Background: an optimization exercise with open tools, aiming at small area. Do not read the settings as production practice.
The RTL was checked by simulation tests, not by an equivalence proof against the original design.
Power and IR drop assume default switching activity. No driver is modelled on the clock port, so clocking that relies on it looks cheaper here than on a real chip.

[design/flow/flow/run.sh]
#!/bin/bash
set -euo pipefail
export PRE_FLOORPLAN_TCL="$PWD/flow/downsize.tcl"
export BUFFER_PORTS_ARGS="-buffer_cell sky130_fd_sc_hd__buf_1"
export CTS_ARGS="-sink_clustering_enable -repair_clock_nets -dont_use_dummy_load -sink_clustering_size 30 -sink_clustering_max_diameter 70"
bash standard.sh finish > standard.log 2>&1
[design/flow/flow/downsize.tcl]
# Before floorplanning: give every combinational cell the smallest-area
# variant of its own function (same cell name with another drive strength).
# Repair during placement and after clock tree synthesis sizes up again where
# slew, capacitance or timing needs it. Flip-flops and tie cells are left.
set n 0
set saved 0.0
foreach inst [get_cells *] {
  set m [get_property $inst ref_name]
  if {![regexp {^(sky130_fd_sc_hd__[a-z0-9]+)_([0-9]+)$} $m -> base drv]} { continue }
  if {[regexp {__(df|ed|sdf|sed|dl|conb|clk)} $base]} { continue }
  set cur [get_lib_cells */$m]
  set best $cur
  set barea [get_property $cur area]
  foreach d {0 1 2} {
    set c [get_lib_cells -quiet */${base}_$d]
    if {$c == ""} { continue }
    if {[get_property $c dont_use]} { continue }
    set a [get_property $c area]
    if {$a < $barea} { set best $c; set barea $a }
  }
  if {$best != $cur} {
    set saved [expr {$saved + [get_property $cur area] - $barea}]
    replace_cell $inst $best
    incr n
  }
}
puts "downsize: replaced $n cells, [format %.1f $saved] um2 less"
[design/flow/standard.sh]
#!/bin/bash
# synth_recipe.tcl (not shown) runs the flow's synth.tcl, then flattens the netlist and writes it again
# the make line also repeats each setting of config.mk as NAME=value (left out here)
make -C /OpenROAD-flow-scripts/flow DESIGN_CONFIG=/design/flow/config.mk WORK_HOME=/design/flow/orfs CLKGATE_MAP_FILE= SYNTH_SCRIPT=/design/flow/synth_recipe.tcl "${@:-finish}"
[design/flow/config.mk]
export PLATFORM = sky130hd
export DESIGN_NAME = top
export DESIGN_NICKNAME = top
export VERILOG_FILES = /design/flow/design.v
export SDC_FILE = /design/flow/constraint.sdc
export NUM_CORES = 4
export LEC_CHECK = 0
export CAP_MARGIN = 20
export CORE_MARGIN = 2
export CORE_UTILIZATION = 70
export PLACE_DENSITY = 0.85
export SLEW_MARGIN = 20
export SYNTH_HIERARCHICAL = 1
export SYNTH_MINIMUM_KEEP_SIZE = 0
[design/flow/constraint.sdc]
create_clock -name core_clock -period 5.0 [get_ports {clk}]
set_input_delay 1.0000 -clock core_clock [delete_from_list [all_inputs] [get_ports {clk}]]
set_output_delay 1.0000 -clock core_clock [all_outputs]
set_load 0.01 [all_outputs]
[design/flow/design.v]
module top(
	input wire clk,
	input wire rst_n,
	input wire [4:0] paddr,
	input wire [31:0] pwdata,
	input wire pwrite_in,
	output reg [31:0] data,
	output reg pready
);
genvar k, b, g;
reg [4:0] c;
wire dir_cap  = (c == 5'd1)  | (c == 5'd19);
wire addr_cap = (c == 5'd15) | (c == 5'd30);
wire complete = (c == 5'd16) | (c == 5'd31);
wire clear    = ~c[4];
always @(posedge clk or negedge rst_n)
	if (!rst_n) c <= 5'd0;
	else c <= (c == 5'd31) ? 5'd17 : c + 5'd1;
reg tg;
always @(posedge clk or negedge rst_n)
	if (!rst_n) tg <= 1'b0;
	else tg <= ~tg;
reg pw, pend;
reg [4:0] pa;
reg [31:0] pd;
always @(posedge clk)
	if (dir_cap) pw <= pwrite_in;
always @(posedge clk)
	if (addr_cap) begin
		pa <= paddr;
		pend <= pw;
	end
wire pd_keep = ~addr_cap & ~clear;
wire [31:0] pd_next;
for (b = 0; b < 32; b = b + 1) begin : pdn
	ao22 u (.a0(pwdata[b]), .b0(addr_cap), .a1(pd[b]), .b1(pd_keep), .y(pd_next[b]));
end
always @(posedge clk)
	pd <= pd_next;
wire in_c = (pa[3:0] == 4'd15);
wire hit = (pa[3:0] == c[3:0]) | ((pa[3:0] == 4'd0) & (c[3:0] == 4'd15));
wire insA = clear | (pend & ~pa[4] & ~in_c & hit);
wire insB = clear | (pend &  pa[4] & ~in_c & hit);
wire insC = clear | (pend & in_c & (tg ^ pa[4]));
reg [479:0] ra, rb;
reg [63:0] rc;
always @(posedge clk) begin
	ra <= {ra[447:32], insA ? pd : ra[31:0], ra[479:448]};
	rb <= {rb[447:32], insB ? pd : rb[31:0], rb[479:448]};
	rc <= {rc[31:0], insC ? pd : rc[63:32]};
end
wire rd_en = complete & ~pw;
wire hold = ~complete;
wire [3:0] hi;
wire [7:0] lo;
for (k = 0; k < 4; k = k + 1) begin : dhi
	assign hi[k] = pa[3:2] == k;
end
for (k = 0; k < 8; k = k + 1) begin : dlo
	assign lo[k] = rd_en & (pa[4] == k / 4) & (pa[1:0] == k % 4);
end
wire [32:0] sel;
wire [1055:0] word;
for (k = 0; k < 15; k = k + 1) begin : dab
	localparam integer I = (15 - k) % 15;
	an2 ua (.a(hi[I / 4]), .b(lo[I % 4]), .y(sel[k]));
	an2 ub (.a(hi[I / 4]), .b(lo[4 + I % 4]), .y(sel[15 + k]));
	assign word[k*32 +: 32] = ra[k*32 +: 32];
	assign word[(15 + k)*32 +: 32] = rb[k*32 +: 32];
end
wire rd_c = rd_en & in_c;
assign sel[30] = rd_c & ~(tg ^ pa[4]);
assign sel[31] = rd_c &  (tg ^ pa[4]);
assign sel[32] = hold;
assign word[30*32 +: 32] = rc[31:0];
assign word[31*32 +: 32] = rc[63:32];
wire [31:0] dnext;
for (b = 0; b < 32; b = b + 1) begin : rd
	wire [10:0] t;
	for (g = 0; g < 10; g = g + 1) begin : grp
		aoi222 u (.a0(word[(3*g)*32 + b]), .b0(sel[3*g]),
		          .a1(word[(3*g+1)*32 + b]), .b1(sel[3*g+1]),
		          .a2(word[(3*g+2)*32 + b]), .b2(sel[3*g+2]), .y(t[g]));
	end
	aoi222 u10 (.a0(word[30*32 + b]), .b0(sel[30]), .a1(word[31*32 + b]), .b1(sel[31]),
	            .a2(data[b]), .b2(sel[32]), .y(t[10]));
	nd11 u11 (.t(t), .y(dnext[b]));
end
always @(posedge clk or negedge rst_n)
	if (!rst_n) begin
		data <= 32'd0;
		pready <= 1'b0;
	end else begin
		pready <= complete;
		data <= dnext;
	end
endmodule
module aoi222(input a0, b0, a1, b1, a2, b2, output y);
assign y = ~((a0 & b0) | (a1 & b1) | (a2 & b2));
endmodule
module nd11(input [10:0] t, output y);
assign y = ~&t;
endmodule
module ao22(input a0, b0, a1, b1, output y);
assign y = (a0 & b0) | (a1 & b1);
endmodule
module an2(input a, b, output y);
assign y = a & b;
endmodule
==> run notes, run 1 <==
- Status: timing/DRC/antenna clean
- Gpl congestion: 0.855
- Core box area: 40600 um^2
- Setup_tns: 0 ns
- Final Worst Setup Slack: 1.04 ns
- Antenna diodes: 0
- Setup CP Type: reg2reg
- Synth Warn #: 7
- Hold-fix buffers, CTS: 0
- DRC Markers: 0
- Arr. time, crit path: 4.46 ns
- GRT Total Usage: 35.7%
- DRT Pass-1 Iters: 11
- Die X: 206 um
- Slew @ Worst Pin: 1.31 ns
- Post-Layout Cell Count: 2458
- Via count of the routed design: 18.0k
- Die Ht: 206 um
- CTS tree: yes
- Hold Crit Class: reg2reg
- PostCTS Resize Cnt: 0
- Worst vdd ir: 0.330 mV
- DR WL/cell: 31.2 um
- First-pass GRT wire length: 112000 um
- Static Leak: 11.9 nW
- RSZ-0062 raised after global routing: false
- Setup WS pre-CTS: 1.25 ns
- FMAX: 0.253 GHz
- # fillers: 2396
- H-tree levels: 2
- Max_cap viols: 0
- Hold Vio Cnt, Final: 0
- Root buf cell: clkbuf_16
- Startpoint Class: flop
- HPWL Detailed: 39700 um
- Worst endpoint required time: 5.50 ns
- Share of layout cells above drive strength 1: 6.59%
- Nets: 1972
- Max Slew Vio Count: 0
- Setup bufs post-CTS: 0
- Total congestion overflow: 0
- Initial antenna violation count: 1
- Input/output buffers: 72
- Clk Latency, worst-skew pair: 0.61 ns
- Drt initial violations: 3962
- Die area: 42500 um^2
- Clock Skew: 0.0470 ns
- Vias in the first global route: 18.4k
- Number of placed cells counting well taps: 2414
- Vias/cell: 7.33
- Syn_nets: 1859
- Clock-pin slew on the worst setup and hold paths: 0.11 ns
- CP Capture Type: flop
- # rows: 74
- Largest net degree at the start of global routing: 40
- Crit share post-route: 79.2%
- # clock sinks: 1102
- Worst Path Max Fanout: 32
- Setup violators final: 0
- Cells after Synth: 1815
- Number of antenna-violating nets in the routed design: 0
- Starting Density: 70.5%
- Min Clock Period, post-route: 3.96 ns
- Inserted Clock Buffers: 43
- CTS max path bufs: 3
- Max-slew headroom: 12.9%
- Drt total wl: 76700 um
- IO Count: 73
- Power Density: 421 nW/um^2
-- critical path, stage by stage (launching register included) --
cell,delay [ns]
dfrtp_1,0.46
ha_1,0.31
and3_1,0.26
o21ai_4,0.64
or3_1,0.27
nor2_1,0.10
and2_2,0.61
a222oi_1,0.65
nand4_1,0.18
or3_1,0.37
-- state kept, by name, indices dropped and copies added, names as in the netlist --
| name | flops |
|---|---|
| tg | 1 |
| pend | 1 |
| pa | 5 |
| pready | 1 |
| rb | 480 |
| data | 32 |
| pw | 1 |
| ra | 480 |
| c | 5 |
| pd | 32 |
| rc | 64 |
-- power breakdown --
| group | switching, mW | leakage, nW | internal (mW) | total, mW |
|---|---|---|---|---|
| combinational | 0.0218 | 2.22 | 0.0231 | 0.0449 |
| sequential | 0.0397 | 9.14 | 8.83 | 8.87 |
| clock | 2.47 | 0.530 | 1.56 | 4.03 |
| total | 2.53 | 11.9 | 10.4 | 12.9 |
-- layer usage --
layer	vias up	GRT usage, %	routed length (um)
met1	8919	45.5	28500
li1	7551	-	-
met4	2	17.0	3490
met3	256	7.88	8770
met5	-	0	13
met2	1298	58.4	36000
-- cell type report --
| class | instances | area, um^2 | area share, % |
|---|---|---|---|
| flip-flops and latches | 1102 | 22300 | 72.6 |
| clock buffers | 43 | 1080 | 3.50 |
| inverters | 7 | 26.3 | 0.0854 |
| multi-input cells | 692 | 6300 | 20.5 |
| repair buffers | 82 | 367 | 1.19 |
| well taps | 532 | 666 | 2.16 |
-- per-stage QoR --
step | util [%] | power [mW] | hold slack (ns) | area, um^2
final | 75.9 | 12.9 | 0.307 | 30800
after CTS | 75.8 | 12.9 | 0.313 | 30700
after global placement | 73.1 | 9.11 | 0.334 | 29700
after detailed placement | 73.1 | 9.12 | 0.334 | 29700
after floorplan | - | 9.07 | 0.330 | 28600
after global routing | 75.9 | 13.2 | 0.316 | 30800
-- cells in the final DEF (no fill, tap or decap), drive strengths merged, types with 4 or more instances in the layout --
cell,count
mux2,96
edfxtp,7
and2,32
nand3,34
xnor2,4
or3,34
nand4,67
ha,4
a222oi,352
dfrtp,39
inv,7
clkbuf,44
a22o,32
a31oi,4
nor2,8
buf,81
dfxtp,1056
-- path summary, 6_finish.rpt --
path / from / cells past startpoint / slack (ns) / end
setup reg to reg: c[0]$_DFF_PN0_ / 9 / 1.04 / data[6]$_DFF_PN0_
hold / removal: rb[416]$_DFF_P_ / 0 / 0.31 / rb[448]$_DFF_P_
max in group asynchronous: rst_n / 2 / 3.88 / data[15]$_DFF_PN0_
min in group asynchronous: rst_n / 2 / 0.56 / data[9]$_DFF_PN0_
hold reg to reg: rb[416]$_DFF_P_ / 0 / 0.31 / rb[448]$_DFF_P_
setup / recovery: c[0]$_DFF_PN0_ / 9 / 1.04 / data[6]$_DFF_PN0_
==> run 2: changes to the inputs <==
==> design/flow/flow/run.sh (replaced) <==
#!/bin/bash
set -euo pipefail
export PRE_FLOORPLAN_TCL="$PWD/flow/downsize.tcl"
export BUFFER_PORTS_ARGS="-buffer_cell sky130_fd_sc_hd__buf_1"
export CTS_ARGS="-sink_clustering_enable -repair_clock_nets -dont_use_dummy_load -sink_clustering_size 12 -sink_clustering_max_diameter 40 -buf_list sky130_fd_sc_hd__buf_4"
bash standard.sh finish > standard.log 2>&1
==> run 2 against run 1 <==
Compared with the run above: utilization decreased by 0.70 points; sequential cell count unchanged; clock skew rose by 0.034 ns; die area stayed put; count of clock-buffer cells in the layout increased by 66; worst setup slack better by 0.076 ns; wire length shrank 1.8%; synthesized cell count is the same; still clean; sequential share of layout area grew 0.68 points; global-route usage is 0.36 points lower; worst hold slack worse by 0.0089 ns; non-clock buffer count down 1.
==> run notes, run 2 <==
- Clk Latency, worst-skew pair: 0.77 ns (+0.16 ns)
- Worst Path Max Fanout: 32 (unchanged)
- Clock Skew: 0.0809 ns (+0.0339 ns)
- Nets: 2037 (+3.3%)
- Largest net degree at the start of global routing: 40 (unchanged)
- Slew @ Worst Pin: 1.28 ns (-0.0283 ns)
- Max Slew Vio Count: 0 (unchanged)
- Vias/cell: 7.29 (-0.65%)
- First-pass GRT wire length: 111000 um (-0.92%)
- # rows: 74 (unchanged)
- Cells after Synth: 1815 (unchanged)
- Total congestion overflow: 0 (unchanged)
- Max_cap viols: 0 (unchanged)
- Syn_nets: 1859 (unchanged)
- Share of layout cells above drive strength 1: 9.64% (+3.0 points)
- Fin util: 75.2% (-0.70 points)
- Hold slack: 0.298 ns (-0.00893 ns)
- GRT Total Usage: 35.4% (-0.36 points)
- Drt total wl: 75400 um (-1.8%)
- Root buf cell: buf_4
- Hold Vio Cnt, Final: 0 (unchanged)
- CTS tree: yes
- Hold-fix buffers, CTS: 0 (unchanged)
- CP Buf/Inv Count: 0 (unchanged)
- PostCTS Resize Cnt: 0 (unchanged)
- Vias in the first global route: 18.7k (+1.5%)
- Gpl congestion: 0.855 (unchanged)
- Drt initial violations: 3650 (-7.9%)
- CP Capture Type: flop
- Final Worst Setup Slack: 1.12 ns (+0.0758 ns)
- Crit share post-route: 77.7% (-1.5 points)
- Largest regs: ra (480), rb (480), rc (64)
- Via count of the routed design: 18.4k (+2.0%)
- DRT Pass-1 Iters: 11 (unchanged)
- Most frequent CP cell: or3_1
- Clock-pin slew on the worst setup and hold paths: 0.11 ns (about the same)
- DR WL/cell: 29.9 um (-4.4%)
- Die X: 206 um (unchanged)
- Status: timing/DRC/antenna clean
- Commonest cells after routing, fill and taps aside: 1056 x dfxtp_1, 352 x a222oi_1, 118 x buf_4, 71 x buf_1, 67 x nand4_1
- FMAX: 0.258 GHz (+2.0%)
- IO Count: 73 (unchanged)
- Setup WS pre-CTS: 1.25 ns (unchanged)
- Core box area: 40600 um^2 (unchanged)
- Inserted Clock Buffers: 109 (+150%)
- Worst endpoint required time: 5.66 ns (+0.16 ns)
- H-tree levels: 3 (+1)
- HPWL Detailed: 39700 um (unchanged)
- Critical-path cell with the highest stage delay: o21ai_4
- Static Leak: 11.9 nW (-0.15%)
- # clock sinks: 1102 (unchanged)
- Setup violators final: 0 (unchanged)
- Most common cell after layout, fill and taps aside: dfxtp_1
- Setup bufs post-CTS: 0 (unchanged)
- Delay-heaviest family, CP: simple AND/OR/NAND/NOR gates
- Crit-path max cell delay: 0.65 ns (about the same)
- Initial antenna violation count: 1 (unchanged)
- Synth Warn #: 7 (unchanged)
- Setup CP Type: reg2reg
- Setup_tns: 0 ns (unchanged)
- DRC Markers: 0 (unchanged)
- Number of antenna-violating nets in the routed design: 0 (unchanged)
- Die area: 42500 um^2 (unchanged)
- Hold Crit Class: reg2reg
- Startpoint Class: flop
- Power Density: 411 nW/um^2 (-2.2%)
- Worst vdd ir: 0.293 mV (-11%)
- RSZ-0062 raised after global routing: false
- Min Clock Period, post-route: 3.88 ns (-0.0758 ns)
- Input/output buffers: 72 (unchanged)
- Die Ht: 206 um (unchanged)
- Max-slew headroom: 14.8% (+1.9 points)
- CTS max path bufs: 3 (unchanged)
- Starting Density: 70.5% (unchanged)
- Arr. time, crit path: 4.54 ns (+0.08 ns)
- CP cell instances: ha_1, and3_1, o21ai_4, or3_1, nor3_1, and2_2, a222oi_1, nand4_1, or3_1
-- run 2: cell count changes in the layout (fill, tap and decap cells not counted), sizes merged --
cell / before / now
buf: 81 / 189
clkbuf: 44 / 1
diode: 0 / 1
-- run 2: final cells by class --
type                            count  area [um^2]
Sequential cell                  1102        22300
Fill cell                        2457        10100
Multi-Input combinational cell    692         6300
Clock buffer                      109          818
Tap cell                          532          666
Timing Repair Buffer               81          339
Inverter                            7         26.3
Antenna cell                        1         2.50
-- run 2: power breakdown --
group	switching [mW]	total (mW)	internal, mW
Clock	2.52	3.62	1.10
Combinational	0.0220	0.0451	0.0231
Sequential	0.0386	8.87	8.83
Total	2.58	12.5	9.96
-- run 2: final timing paths --
kind / startpoint / endpoint / slack, ns / cells past startpoint
hold / removal: ra[94]$_DFF_P_ / ra[126]$_DFF_P_ / 0.30 / 0
setup reg to reg: c[0]$_DFF_PN0_ / data[16]$_DFF_PN0_ / 1.12 / 9
hold reg to reg: ra[94]$_DFF_P_ / ra[126]$_DFF_P_ / 0.30 / 0
setup / recovery: c[0]$_DFF_PN0_ / data[16]$_DFF_PN0_ / 1.12 / 9
min in group asynchronous: rst_n / pready$_DFF_PN0_ / 0.42 / 2
max in group asynchronous: rst_n / data[14]$_DFF_PN0_ / 3.95 / 2
-- run 2: metrics by stage --
| stage | area, um^2 | std cells | total power [mW] |
|---|---|---|---|
| after floorplan | 28600 | 1815 | 9.07 |
| after global placement | 29700 | 2414 | 9.11 |
| after detailed placement | 29700 | 2414 | 9.12 |
| after CTS | 30500 | 2523 | 12.6 |
| after global routing | 30500 | 2524 | 12.9 |
| final | 30500 | 2524 | 12.5 |
-- run 2: per-layer routing --
| metal | share of wire [%] | wire [um] | vias up | GRT usage, % |
|---|---|---|---|---|
| li1 | - | - | 7682 | - |
| met1 | 37 | 27800 | 9066 | 45.4 |
| met2 | 47 | 35400 | 1381 | 56.8 |
| met3 | 11 | 8600 | 260 | 7.63 |
| met4 | 4.7 | 3510 | 0 | 18.3 |
| met5 | 0 | 0 | - | 0 |
==> run 3: changes to the inputs <==
--- a/design/flow/design.v
+++ b/design/flow/design.v
@@ -44,10 +44,17 @@
 wire insC = clear | (pend & in_c & (tg ^ pa[4]));
 reg [479:0] ra, rb;
 reg [63:0] rc;
+wire [31:0] na, nb, nc;
+wire keepA = ~insA, keepB = ~insB, keepC = ~insC;
+for (b = 0; b < 32; b = b + 1) begin : ins
+	ao22 ua (.a0(pd[b]), .b0(insA), .a1(ra[b]), .b1(keepA), .y(na[b]));
+	ao22 ub (.a0(pd[b]), .b0(insB), .a1(rb[b]), .b1(keepB), .y(nb[b]));
+	ao22 uc (.a0(pd[b]), .b0(insC), .a1(rc[32 + b]), .b1(keepC), .y(nc[b]));
+end
 always @(posedge clk) begin
-	ra <= {ra[447:32], insA ? pd : ra[31:0], ra[479:448]};
-	rb <= {rb[447:32], insB ? pd : rb[31:0], rb[479:448]};
-	rc <= {rc[31:0], insC ? pd : rc[63:32]};
+	ra <= {ra[447:32], na, ra[479:448]};
+	rb <= {rb[447:32], nb, rb[479:448]};
+	rc <= {rc[31:0], nc};
 end
 wire rd_en = complete & ~pw;
 wire hold = ~complete;
==> run 3 against run 2 <==
Compared with the run above: sequential share of layout area grew 0.38 points; cell count hardly changed; non-clock buffer count increased by 7; clock skew increased by 0.014 ns; utilization rose by 0.98 points; wire length is 4.4% higher; design area fell by 0.52%; synthesized cell count shrank 0.17%; total power down 0.30%; register-to-register slack worse by 0.12 ns.
==> run notes, run 3 <==
- Worst R2R Start: c[0]$_DFF_PN0_
- Vias in the first global route: 19.2k (+2.6%)
- Die Ht: 205 um (-0.41%)
- Syn Area/Cell: 15.6 um^2
- Count leader, synth: dfxtp_1
- Setup CP Type: reg2reg
- Cells after Synth: 1812 (-0.17%)
- Clk Latency, worst-skew pair: 0.76 ns (about the same)
- Overall power: 12.5 mW (-0.30%)
- HPWL Detailed: 41500 um (+4.3%)
- Max Slew Vio Count: 0 (unchanged)
- Clock-pin slew on the worst setup and hold paths: 0.10 ns (about the same)
- Power Density: 412 nW/um^2 (+0.22%)
- Core box area: 39800 um^2 (-1.8%)
- Max-slew headroom: 14.3% (-0.48 points)
- Vias/cell: 7.48 (+2.7%)
- DR WL/cell: 31.1 um (+4.3%)
- DRC Markers: 0 (unchanged)
- Seq/Total Area, Yosys: 78.6%
- Flop2flop setup slack: 0.99 ns (-0.12 ns)
- Yosys reg bits: 1102
- H-tree levels: 3 (unchanged)
- CP cell instances: inv_1, ha_1, nor3b_1, o211ai_1, nor4b_1, and2_2, a222oi_1, nand4_1, or3_1
- Synthesis-to-layout area growth: 6.94%
- Hold Crit Class: reg2reg
- Hold Path Origin: rb[57]$_DFF_P_
- Synthesized area: 28400 um^2
- Via count of the routed design: 18.9k (+2.8%)
- Post-Layout Cell Count: 2526 (+0.079%)
- Complex-gate fraction of the synthesized area: 16.7%
- Crit share post-route: 80.1% (+2.4 points)
- Die area: 42100 um^2 (-0.82%)
- Startpoint Class: flop
- Worst Path Max Fanout: 32 (unchanged)
- Static Leak: 11.6 nW (-2.0%)
- Adder-Cell Fraction of Synth Area: 0.176%
- # rows: 73 (-1.4%)
- Ys flop type: dfxtp_1
- Min Clock Period, post-route: 4.01 ns (+0.122 ns)
- Area share of and/or/nand/nor cells after synthesis: 4.02%
- Async S/R FF share, synth: 3.54%
- Number of antenna-violating nets in the routed design: 0 (unchanged)
- Drt initial violations: 3942 (+8.0%)
- FMAX: 0.250 GHz (-3.0%)
- First-pass GRT wire length: 115000 um (+4.3%)
- Total congestion overflow: 0 (unchanged)
- # clock sinks: 1102 (unchanged)
- DP Area: 29500 um^2 (-0.55%)
- Hold Vio Cnt, Final: 0 (unchanged)
- YS chip area: 28400 um^2
- Reg2reg path depth: 9 (unchanged)
- Setup_tns: 0 ns (unchanged)
- Status: timing/DRC/antenna clean
- Share of layout cells above drive strength 1: 8.05% (-1.6 points)
- Hold-fix buffers, CTS: 0 (unchanged)
- Root buf cell: buf_4
- Nets: 2046 (+0.44%)
- Xor/xnor share of the synthesized area: 0.185%
- Synth Warn #: 7 (unchanged)
- Number of placed cells counting well taps: 2418 (+0.17%)
- Mux share of post-synthesis cell area: 0.0352%
- Max_cap viols: 0 (unchanged)
- Largest net degree at the start of global routing: 39 (-2.5%)
- PostCTS Resize Cnt: 0 (unchanged)
- Worst endpoint required time: 5.69 ns (+0.03 ns)
- Inserted Clock Buffers: 106 (-2.8%)
- Area fraction of the dominant cell type after synthesis: 74.4%
- Setup violators final: 0 (unchanged)
- IO Count: 73 (unchanged)
- CP Buf/Inv Count: 1 (+1)
- Design Area, Final: 30300 um^2 (-0.52%)
- Worst Hold Path EP: rb[89]$_DFF_P_
- CP Capture Type: flop
- Cell taking the most area after synthesis: dfxtp_1
- Commonest cells after routing, fill and taps aside: 1056 x dfxtp_1, 352 x a222oi_1, 128 x a22o_1, 121 x buf_4, 71 x buf_1
- Drt total wl: 78700 um (+4.4%)
- DRT Pass-1 Iters: 13 (+2)
- CTS tree: yes
- CTS max path bufs: 3 (unchanged)
- Largest regs: ra (480), rb (480), rc (64)
- Arr. time, crit path: 4.70 ns (+0.16 ns)
- Most common cell after layout, fill and taps aside: dfxtp_1
- Top cells by area, synth: dfxtp_1 74%, a222oi_1 12%, a22o_1 3.9%
- Die X: 205 um (-0.41%)
- Post-synth EDFFs: 7
- Clock Skew: 0.0952 ns (+0.0143 ns)
- Setup bufs post-CTS: 0 (unchanged)
- GRT Total Usage: 37.2% (+1.8 points)
- Crit-path max cell delay: 1.05 ns (+0.40 ns)
- Largest family of logic cells by synthesized area: compound AO/OA/AOI/OAI gates
- Syn_nets: 1856 (-0.16%)
- Hold slack: 0.304 ns (+0.00593 ns)
- Hold depth: 0 (unchanged)
- Worst R2R End: data[8]$_DFF_PN0_
- Critical-path cell with the highest stage delay: and2_2
- Starting Density: 71.2% (+0.70 points)
- RSZ-0062 raised after global routing: false
- Gpl congestion: 0.821 (-3.9%)
- Worst vdd ir: 0.258 mV (-12%)
- Initial antenna violation count: 1 (unchanged)
- Commonest cells post-synth: 1056 x dfxtp_1, 352 x a222oi_1, 128 x a22o_1
- Slew @ Worst Pin: 1.29 ns (+0.00715 ns)
- Delay-heaviest family, CP: simple AND/OR/NAND/NOR gates
- Post-synth cell types: 36
- Input/output buffers: 72 (unchanged)
run 3: per-module statistics from Yosys, one instance, submodules excluded:
| module | cells | area [um^2] | times used | flip-flops and latches |
|---|---|---|---|---|
| aoi222 | 1 | 10.0 | 352 | 0 |
| an2 | 1 | 6.26 | 30 | 0 |
| ao22 | 1 | 8.76 | 128 | 0 |
| nd11 | 4 | 23.8 | 32 | 0 |
| top | 1174 | 22800 | 1 | 1102 |
run 3: worst max-delay path by stage:
| stage | startpoint | end | cells after the start |
|---|---|---|---|
| 2_1_floorplan | c[0]$_DFF_PN0_ | data[0]$_DFF_PN0_ | 8 |
| 3_3_place_gp | c[0]$_DFF_PN0_ | data[9]$_DFF_PN0_ | 9 |
| 3_5_place_dp | c[0]$_DFF_PN0_ | data[8]$_DFF_PN0_ | 9 |
| 4_1_cts | c[0]$_DFF_PN0_ | data[8]$_DFF_PN0_ | 9 |
| 5_1_grt | c[0]$_DFF_PN0_ | data[16]$_DFF_PN0_ | 10 |
| 6_report | c[0]$_DFF_PN0_ | data[8]$_DFF_PN0_ | 9 |
run 3: per-stage QoR:
stage / utilization, % / setup slack [ns]
after detailed placement: 74.1 / 1.17
after floorplan: - / 1.54
final: 76.1 / 0.995
after CTS: 76.1 / 1.18
after global placement: 74.1 / 1.36
after global routing: 76.1 / 0.934
run 3: where the power goes:
group | total [mW] | internal [mW] | leakage, nW | switching (mW)
logic | 0.0451 | 0.0224 | 1.99 | 0.0227
registers | 8.87 | 8.83 | 9.14 | 0.0433
clock network | 3.58 | 1.07 | 0.509 | 2.51
total | 12.5 | 9.93 | 11.6 | 2.57
run 3: cells by family after synthesis:
group,count (synthesis)
and+or+nand+nor,189
DFF,1102
xor gates and xnor gates,6
buffers and inverters,16
muxes,1
AOI/OAI and AO/OA,494
adders and majority gates,4
run 3: area by class of cell:
cell class / count / area [um^2]
Antenna cell: 1 / 2.50
Fill cell: 2457 / 9500
Inverter: 10 / 37.5
Timing Repair Buffer: 88 / 412
Multi-Input combinational cell: 694 / 6090
Tap cell: 525 / 657
Clock buffer: 106 / 796
Sequential cell: 1102 / 22300
run 3: per-layer routing:
metal,track usage (%),up-vias,routed length [um]
li1,-,7774,-
met1,47.4,9267,29000
met4,20.9,0,4180
met2,58.6,1542,36000
met5,0,-,0
met3,8.89,316,9520
==> run 4: changes to the inputs <==
--- a/design/flow/design.v
+++ b/design/flow/design.v
@@ -56,54 +56,70 @@
 	rb <= {rb[447:32], nb, rb[479:448]};
 	rc <= {rc[31:0], nc};
 end
-wire rd_en = complete & ~pw;
-wire hold = ~complete;
+reg rvA, rvB, rvC;
+reg dw;
+reg [3:0] dp;
+wire rd = ~pw;
+always @(posedge clk or negedge rst_n)
+	if (!rst_n) begin
+		rvA <= 1'b0;
+		rvB <= 1'b0;
+		rvC <= 1'b0;
+	end else if (complete) begin
+		rvA <= rd & ~pa[4] & ~in_c;
+		rvB <= rd &  pa[4] & ~in_c;
+		rvC <= rd & in_c;
+	end
+always @(posedge clk)
+	if (complete) begin
+		dw <= pa[4];
+		dp <= (pa[3:0] <= 4'd1) ? 4'd1 - pa[3:0] : 4'd0 - pa[3:0];    
+	end else begin
+		dp <= (dp == 4'd14) ? 4'd0 : dp + 4'd1;
+	end
 wire [3:0] hi;
 wire [7:0] lo;
 for (k = 0; k < 4; k = k + 1) begin : dhi
-	assign hi[k] = pa[3:2] == k;
+	assign hi[k] = dp[3:2] == k;
 end
-for (k = 0; k < 8; k = k + 1) begin : dlo
-	assign lo[k] = rd_en & (pa[4] == k / 4) & (pa[1:0] == k % 4);
+for (k = 0; k < 4; k = k + 1) begin : dlo
+	assign lo[k] = rvA & (dp[1:0] == k);
+	assign lo[4 + k] = rvB & (dp[1:0] == k);
 end
-wire [32:0] sel;
-wire [1055:0] word;
+wire [31:0] sel;
+wire [1023:0] word;
 for (k = 0; k < 15; k = k + 1) begin : dab
-	localparam integer I = (15 - k) % 15;
-	an2 ua (.a(hi[I / 4]), .b(lo[I % 4]), .y(sel[k]));
-	an2 ub (.a(hi[I / 4]), .b(lo[4 + I % 4]), .y(sel[15 + k]));
+	an2 ua (.a(hi[k / 4]), .b(lo[k % 4]), .y(sel[k]));
+	an2 ub (.a(hi[k / 4]), .b(lo[4 + k % 4]), .y(sel[15 + k]));
 	assign word[k*32 +: 32] = ra[k*32 +: 32];
 	assign word[(15 + k)*32 +: 32] = rb[k*32 +: 32];
 end
-wire rd_c = rd_en & in_c;
-assign sel[30] = rd_c & ~(tg ^ pa[4]);
-assign sel[31] = rd_c &  (tg ^ pa[4]);
-assign sel[32] = hold;
+assign sel[30] = rvC & ~(tg ^ dw);
+assign sel[31] = rvC &  (tg ^ dw);
 assign word[30*32 +: 32] = rc[31:0];
 assign word[31*32 +: 32] = rc[63:32];
-wire [31:0] dnext;
-for (b = 0; b < 32; b = b + 1) begin : rd
+wire [31:0] dout;
+for (b = 0; b < 32; b = b + 1) begin : rdb
 	wire [10:0] t;
 	for (g = 0; g < 10; g = g + 1) begin : grp
 		aoi222 u (.a0(word[(3*g)*32 + b]), .b0(sel[3*g]),
 		          .a1(word[(3*g+1)*32 + b]), .b1(sel[3*g+1]),
 		          .a2(word[(3*g+2)*32 + b]), .b2(sel[3*g+2]), .y(t[g]));
 	end
-	aoi222 u10 (.a0(word[30*32 + b]), .b0(sel[30]), .a1(word[31*32 + b]), .b1(sel[31]),
-	            .a2(data[b]), .b2(sel[32]), .y(t[10]));
-	nd11 u11 (.t(t), .y(dnext[b]));
+	aoi22 u10 (.a0(word[30*32 + b]), .b0(sel[30]), .a1(word[31*32 + b]), .b1(sel[31]),
+	           .y(t[10]));
+	nd11 u11 (.t(t), .y(dout[b]));
 end
-always @(posedge clk or negedge rst_n)
-	if (!rst_n) begin
-		data <= 32'd0;
-		pready <= 1'b0;
-	end else begin
-		pready <= complete;
-		data <= dnext;
-	end
+always @(*) begin
+	data = dout;
+	pready = (c == 5'd17);
+end
 endmodule
 module aoi222(input a0, b0, a1, b1, a2, b2, output y);
 assign y = ~((a0 & b0) | (a1 & b1) | (a2 & b2));
+endmodule
+module aoi22(input a0, b0, a1, b1, output y);
+assign y = ~((a0 & b0) | (a1 & b1));
 endmodule
 module nd11(input [10:0] t, output y);
 assign y = ~&t;
==> run 4 against run 3 <==
Compared with the run above: wire length fell by 1.6%; global-route usage fell by 0.45 points; total power fell by 0.58%; design area fell by 1.7%.
==> run notes, run 4 <==
- HPWL Detailed: 40300 um (-2.8%)
- # clock sinks: 1077 (-2.3%)
- Setup violators final: 0 (unchanged)
- Die Ht: 204 um (-0.74%)
- Static Leak: 11.4 nW (-2.4%)
- Power Density: 417 nW/um^2 (+1.1%)
- Seq/Total Area, Yosys: 77.0% (-1.6 points)
- Clock Skew: 0.0861 ns (-0.00906 ns)
- Complex-gate fraction of the synthesized area: 17.5% (+0.82 points)
- Crit share post-route: 92.5% (+12 points)
- IO Count: 73 (unchanged)
- Largest regs: ra (480), rb (480), rc (64)
- Share of layout cells above drive strength 1: 7.78% (-0.27 points)
- Slew @ Worst Pin: 1.24 ns (-0.0444 ns)
- Async S/R FF share, synth: 0.836% (-2.7 points)
- First-pass GRT wire length: 113000 um (-2.0%)
- DRT Pass-1 Iters: 15 (+2)
- Setup_tns: 0 ns (unchanged)
- Setup CP Type: reg2out
- Total congestion overflow: 0 (unchanged)
- Status: timing/DRC/antenna clean
- Final Worst Setup Slack: 0.375 ns (-0.619 ns)
- Vias/cell: 7.38 (-1.4%)
- Max Slew Vio Count: 0 (unchanged)
- Worst vdd ir: 0.222 mV (-14%)
- FMAX: 0.216 GHz (-13%)
- Cell taking the most area after synthesis: dfxtp_1
- H-tree levels: 3 (unchanged)
- Reg2reg path depth: 6 (-3)
- Flop2flop setup slack: 2.05 ns (+1.06 ns)
- Xor/xnor share of the synthesized area: 0.249% (+0.064 points)
- Hold Vio Cnt, Final: 0 (unchanged)
- Post-synth cell types: 52 (+44%)
- Arr. time, crit path: 3.62 ns (-1.08 ns)
- Die X: 204 um (-0.74%)
- Hold-fix buffers, CTS: 0 (unchanged)
- Die area: 41500 um^2 (-1.5%)
- Input/output buffers: 72 (unchanged)
- Synth Warn #: 7 (unchanged)
- Count leader, synth: dfxtp_1
- Yosys reg bits: 1077 (-2.3%)
- DRC Markers: 0 (unchanged)
- Inserted Clock Buffers: 105 (-0.94%)
- YS chip area: 28200 um^2 (-0.86%)
- Combinational Power Share: 1.7% (+1.3 points)
- # rows: 73 (unchanged)
- Core box area: 39500 um^2 (-0.69%)
- Adder-Cell Fraction of Synth Area: 0.311% (+0.13 points)
- Sequential power share: 69.9% (-1.1 points)
- Min Clock Period, post-route: 4.62 ns (+0.619 ns)
- Gpl congestion: 0.845 (+2.9%)
- Area fraction of the dominant cell type after synthesis: 75.4% (+0.93 points)
- Overall power: 12.4 mW (-0.58%)
- Largest net degree at the start of global routing: 34 (-13%)
- GRT Total Usage: 36.7% (-0.45 points)
- Largest family of logic cells by synthesized area: compound AO/OA/AOI/OAI gates
- Drt initial violations: 4028 (+2.2%)
- Initial antenna violation count: 1 (unchanged)
- Sw Ratio: 21.5% (+0.96 points)
- Startpoint Class: flop
- Syn_nets: 1873 (+0.92%)
- Clk Latency, worst-skew pair: 0.75 ns (about the same)
- Via count of the routed design: 18.7k (-1.2%)
- CP Capture Type: output port
- Nets: 2053 (+0.34%)
- CTS max path bufs: 3 (unchanged)
- Area share of and/or/nand/nor cells after synthesis: 4.37% (+0.35 points)
- Most common cell after layout, fill and taps aside: dfxtp_1
- Worst Path Max Fanout: 32 (unchanged)
- Switching pwr: 2.68 mW (+4.1%)
- CTS tree: yes
- PostCTS Resize Cnt: 0 (unchanged)
- Drt total wl: 77400 um (-1.6%)
- Max-slew headroom: 17.3% (+3.0 points)
- Setup bufs post-CTS: 0 (unchanged)
- Mux share of post-synthesis cell area: 0.160% (+0.12 points)
- Worst R2R Start: c[0]$_DFF_PN0_
- Starting Density: 70.6% (-0.58 points)
- Commonest cells post-synth: 1060 x dfxtp_1, 320 x a222oi_1, 128 x a22o_1
- Top cells by area, synth: dfxtp_1 75%, a222oi_1 11%, a22o_1 4.0%
- Hold Crit Class: in2async
- RSZ-0062 raised after global routing: false
- Number of antenna-violating nets in the routed design: 0 (unchanged)
- Setup WS pre-CTS: 1.34 ns (+0.172 ns)
- Cells after Synth: 1826 (+0.77%)
- Commonest cells after routing, fill and taps aside: 1060 x dfxtp_1, 320 x a222oi_1, 128 x a22o_1, 115 x buf_4, 72 x buf_1
- Clk pwr share: 28.4% (-0.2 points)
- Worst R2R End: rb[37]$_DFF_P_
- Ys flop type: dfxtp_1
- Root buf cell: buf_4
- Max_cap viols: 0 (unchanged)
- Post-synth EDFFs: 8 (+1)
- Internal power: 9.75 mW (-1.8%)
- Worst endpoint required time: 4.00 ns (-1.69 ns)
- Clock-pin slew on the worst setup and hold paths: 0.11 ns (about the same)
- Vias in the first global route: 18.8k (-2.0%)
- DR WL/cell: 30.6 um (-1.7%)
==> run 4: changes by cell type after synthesis, sizes merged, moves of 5 or more <==
cell / change
a22oi: +33
a222oi: -32
dfrtp: -30
nor2: -6
a21oi: +5
==> run 4: cells by family after synthesis <==
group                    count (synthesis)
flip-flops                            1077
AO/OA/AOI/OAI                          511
AND/OR/NAND/NOR                        199
buffers and inverters                   20
XOR/XNOR                                 8
adder cells (fa/ha/maj)                  7
multiplexers                             4
==> run 4: metal layers <==
layer | vias up | global-route usage (%) | part of all wire [%]
li1 | 7780 | - | -
met1 | 9146 | 48.7 | 38
met2 | 1478 | 56.9 | 45
met3 | 264 | 10.1 | 13
met4 | 0 | 15.7 | 3.7
met5 | - | 0.714 | 0
==> run 4: Yosys stat by module (local to each module, per instance) <==
module | cells inside | flops+latches | area [um^2] | times used
aoi222 | 1 | 0 | 10.0 | 320
top | 1188 | 1077 | 22500 | 1
an2 | 1 | 0 | 6.26 | 30
aoi22 | 1 | 0 | 12.5 | 32
nd11 | 4 | 0 | 23.8 | 32
ao22 | 1 | 0 | 8.76 | 128
==> run 4: final cells by class <==
| cell class | instances | area, um^2 |
|---|---|---|
| Antenna cell | 1 | 2.50 |
| Clock buffer | 105 | 788 |
| Fill cell | 2375 | 9740 |
| Inverter | 11 | 41.3 |
| Multi-Input combinational cell | 729 | 6290 |
| Sequential cell | 1077 | 21700 |
| Tap cell | 525 | 657 |
| Timing Repair Buffer | 82 | 345 |
==> run 4: metrics by stage <==
step	util, %	std cells	hold WS (ns)	cell area (um^2)
after floorplan	-	1826	0.330	27900
final	75.4	2530	0.198	29800
after global routing	75.4	2530	0.193	29800
after detailed placement	73.4	2424	0.334	29000
after global placement	73.4	2424	0.332	29000
after CTS	75.4	2529	0.176	29800
==> run 4: power by group through the flow <==
stage               sequential (mW)  clock [mW]  combinational (mW)
global route                   8.70        3.85               0.214
finish                         8.69        3.53               0.213
global placement               8.88           0               0.194
CTS                            8.69        3.53               0.202
detailed placement             8.88           0               0.201
floorplan                      8.86           0               0.104
==> run 4: critical path: stages (launching register included) <==
cell	delay, ns
dfxtp_1	0.41
nor3b_1	0.47
and2_2	1.02
a222oi_1	0.36
nand4_1	0.20
or3_1	0.22
buf_1	0.18
==> run 4: worst max-delay path by stage <==
stage,end,cells after the start,from
after detailed placement,data[4],7,dp[1]$_DFF_P_
after floorplan,pd[0]$_DFF_P_,5,c[4]$_DFF_PN0_
after global routing,data[4],7,dp[1]$_DFF_P_
final,data[4],6,dp[1]$_DFF_P_
after CTS,data[4],7,dp[1]$_DFF_P_
after global placement,data[29],8,dp[1]$_DFF_P_
==> run 5: changes to the inputs <==
--- a/design/flow/config.mk
+++ b/design/flow/config.mk
@@ -7,8 +7,8 @@
 export LEC_CHECK = 0
 export CAP_MARGIN = 20
 export CORE_MARGIN = 2
-export CORE_UTILIZATION = 70
-export PLACE_DENSITY = 0.85
+export CORE_UTILIZATION = 78
+export PLACE_DENSITY = 0.9
 export SLEW_MARGIN = 20
 export SYNTH_HIERARCHICAL = 1
 export SYNTH_MINIMUM_KEEP_SIZE = 0
==> run 5 against run 4 <==
Compared with the run above: clock power hardly changed; wire length is 4.4% higher; critical endpoint is now data[10]; synthesized cell count stayed put; utilization is 8.7 points higher; register-to-register slack better by 0.25 ns; maximum frequency is 0.71% lower; largest cell class unchanged; design area is 0.11% lower; sequential share of layout area is 0.083 points higher; die area is 10% lower; cell count is 2.5% lower; first-iteration DRC count is 13% higher; highest routed layer unchanged; still clean on timing, DRC and antenna; global-route usage is 5.4 points higher.
==> run notes, run 5 <==
- Status: timing/DRC/antenna clean
- Gpl congestion: 0.819 (-3.1%)
- Synth Warn #: 7 (unchanged)
- Setup CP Type: reg2out
- CP Capture Type: output port
- Root buf cell: buf_4
- Worst endpoint required time: 4.00 ns (about the same)
- Vias in the first global route: 20.0k (+6.3%)
- Setup_tns: 0 ns (unchanged)
- HPWL Detailed: 42700 um (+6.1%)
- Share of layout cells above drive strength 1: 7.83% (+0.046 points)
- Hold Crit Class: in2async
- # rows: 69 (-5.5%)
- CTS max path bufs: 3 (unchanged)
- Async S/R FF share, synth: 0.836% (unchanged)
- Inserted Clock Buffers: 103 (-1.9%)
- Die Ht: 193 um (-5.2%)
- Post-Layout Cell Count: 2467 (-2.5%)
- Static Leak: 11.4 nW (+0.16%)
- Arr. time, crit path: 3.66 ns (+0.04 ns)
- Hold-fix buffers, CTS: 0 (unchanged)
- Cells after Synth: 1826 (unchanged)
- Ys flop type: dfxtp_1
- First-pass GRT wire length: 119000 um (+5.0%)
- Largest net degree at the start of global routing: 39 (+15%)
- Core box area: 35400 um^2 (-11%)
- Via count of the routed design: 19.4k (+3.9%)
- Worst vdd ir: 0.275 mV (+24%)
- Starting Density: 78.9% (+8.3 points)
- Drt initial violations: 4547 (+13%)
- H-tree levels: 3 (unchanged)
- Setup violators final: 0 (unchanged)
- Crit share post-route: 93.2% (+0.66 points)
- Max_cap viols: 0 (unchanged)
- Nets: 2054 (+0.049%)
- IO Count: 73 (unchanged)
- Vias/cell: 7.86 (+6.5%)
- Number of placed cells counting well taps: 2361 (-2.6%)
- Power Density: 418 nW/um^2 (+0.21%)
- PostCTS Resize Cnt: 0 (unchanged)
- Post-synth EDFFs: 8 (unchanged)
- Largest regs: ra (480), rb (480), rc (64)
- Count leader, synth: dfxtp_1
- Setup bufs post-CTS: 0 (unchanged)
- Commonest cells post-synth: 1060 x dfxtp_1, 320 x a222oi_1, 128 x a22o_1
- Max Slew Vio Count: 0 (unchanged)
- CTS tree: yes
- Clock Skew: 0.0764 ns (-0.00977 ns)
- Drt total wl: 80800 um (+4.4%)
- Number of antenna-violating nets in the routed design: 0 (unchanged)
- Total congestion overflow: 0 (unchanged)
- Cell taking the most area after synthesis: dfxtp_1
- GRT Total Usage: 42.1% (+5.4 points)
- Yosys reg bits: 1077 (unchanged)
- Clock-pin slew on the worst setup and hold paths: 0.11 ns (about the same)
- Slew @ Worst Pin: 1.34 ns (+0.0969 ns)
- Min Clock Period, post-route: 4.66 ns (+0.0332 ns)
- Most common cell after layout, fill and taps aside: dfxtp_1
- Die area: 37300 um^2 (-10%)
- Top cells by area, synth: dfxtp_1 75%, a222oi_1 11%, a22o_1 4.0%
- Seq/Total Area, Yosys: 77.0% (unchanged)
- Reg2reg path depth: 5 (-1)
- YS chip area: 28200 um^2 (unchanged)
- Hold Vio Cnt, Final: 0 (unchanged)
- # clock sinks: 1077 (unchanged)
- Initial antenna violation count: 1 (unchanged)
- DRC Markers: 0 (unchanged)
- Clk Latency, worst-skew pair: 0.77 ns (+0.02 ns)
- Startpoint Class: flop
- RSZ-0062 raised after global routing: false
- DR WL/cell: 32.8 um (+7.1%)
- Worst Path Max Fanout: 32 (unchanged)
- Syn_nets: 1873 (unchanged)
- Input/output buffers: 72 (unchanged)
- Post-synth cell types: 52 (unchanged)
- Commonest cells after routing, fill and taps aside: 1060 x dfxtp_1, 320 x a222oi_1, 128 x a22o_1, 114 x buf_4, 72 x buf_1
- Max-slew headroom: 10.8% (-6.5 points)
- DRT Pass-1 Iters: 14 (-1)
- Die X: 193 um (-5.2%)
- FMAX: 0.215 GHz (-0.71%)
- Area fraction of the dominant cell type after synthesis: 75.4% (unchanged)
[run 5: cell counts after synthesis]
No cell type changed its count.
[run 5: modules after synthesis (local to each module, per instance)]
module | area, um^2 | copies in the design | cells | flops+latches
top | 22500 | 1 | 1188 | 1077
nd11 | 23.8 | 32 | 4 | 0
aoi22 | 12.5 | 32 | 1 | 0
aoi222 | 10.0 | 320 | 1 | 0
ao22 | 8.76 | 128 | 1 | 0
an2 | 6.26 | 30 | 1 | 0
[run 5: worst max-delay path, cell delays in order (launching register included)]
cell and delay (ns):
dfxtp_1 0.44, nor2b_1 0.45, and2_2 1.09, a222oi_1 0.32, nand4_1 0.19, or3_1 0.24
buf_1 0.18
[run 5: worst paths after layout]
| path | to | startpoint | slack (ns) |
|---|---|---|---|
| worst max-delay path | data[10] | dp[2]$_DFF_P_ | 0.34 |
| worst min-delay path | rvB$_DFFE_PN0N_ | rst_n | 0.20 |
| worst max register to register | ra[63]$_DFF_P_ | c[0]$_DFF_PN0_ | 2.30 |
| worst min register to register | rb[113]$_DFF_P_ | rb[81]$_DFF_P_ | 0.28 |
| max in group asynchronous | c[0]$_DFF_PN0_ | rst_n | 4.43 |
| min in group core_clock | rb[113]$_DFF_P_ | rb[81]$_DFF_P_ | 0.28 |
[run 5: layout make-up]
cell class | count | area (um^2)
Tap cell | 461 | 577
Timing Repair Buffer | 85 | 400
Clock buffer | 103 | 773
Sequential cell | 1077 | 21700
Antenna cell | 1 | 2.50
Multi-Input combinational cell | 729 | 6290
Fill cell | 1760 | 5620
Inverter | 11 | 41.3
[run 5: cell families after synthesis]
kind of cell,Yosys count,synth area share [%]
buffers and inverters,20,0.342
and+or+nand+nor,199,4.37
DFF,1077,77.0
muxes,4,0.160
AOI/OAI and AO/OA,511,17.5
adders and majority gates,7,0.311
xor gates and xnor gates,8,0.249
[run 5: routing by layer]
metal	track usage, %	wire length, um	vias to the layer above
met5	0	0	-
met4	27.6	4710	0
met2	63.7	36300	1887
li1	-	-	7772
met3	12.2	11500	399
met1	53.3	28300	9332
[run 5: through the flow]
stage / setup slack [ns] / utilization [%] / area [um^2] / power [mW] / hold slack [ns]
after global placement: 1.46 / 81.8 / 28900 / 9.07 / 0.333
after CTS: 0.448 / 84.0 / 29700 / 12.4 / 0.163
final: 0.342 / 84.1 / 29800 / 12.4 / 0.199
after global routing: 0.333 / 84.1 / 29800 / 12.7 / 0.205
after detailed placement: 1.28 / 81.8 / 28900 / 9.09 / 0.335
after floorplan: 1.50 / - / 27900 / 8.97 / 0.330
[run 5: report_power, final]
| group | total, mW | switching, mW | internal (mW) |
|---|---|---|---|
| registers | 8.69 | 0.0540 | 8.64 |
| clock network | 3.53 | 2.49 | 1.04 |
| logic | 0.220 | 0.168 | 0.0521 |
| total | 12.4 | 2.71 | 9.73 |

==> what the ideal ports hide <==
How much do the figures lean on ideal ports? The routed layouts below were timed once more, with nothing changed but the port constraints.
Step 1: set_driving_cell puts a clkbuf_16 on clk and a buf_2 on each other input, an assumption about the parent block.
Step 2 also shifts input and output timing later by t, the mid clock arrival at the registers, as if the neighbouring blocks saw the same clock.
a / b / c = no drivers / after step 1 / after step 2; a / b = the first two.
| run | shift t [ns] | setup WS [ns] | worst setup path after step 2 | latest minus earliest clock arrival (ns) | slew at the worst register clock pin (ns) |
|---|---|---|---|---|---|
| run 1 | 0.643 | 1.041 / 1.041 / 1.041 | register to register | 0.047 / 0.047 | 0.11 / 0.11 |
| run 2 | 0.782 | 1.117 / 1.117 / 1.117 | register to register | 0.084 / 0.085 | 0.11 / 0.11 |
| run 3 | 0.771 | 0.995 / 0.995 / 0.995 | register to register | 0.106 / 0.106 | 0.12 / 0.12 |
| run 4 | 0.765 | 0.375 / 0.319 / 1.084 | register to output | 0.088 / 0.088 | 0.11 / 0.11 |
| run 5 | 0.770 | 0.342 / 0.287 / 1.057 | register to output | 0.107 / 0.107 | 0.12 / 0.12 |
After both steps setup and hold are still met in every run listed.
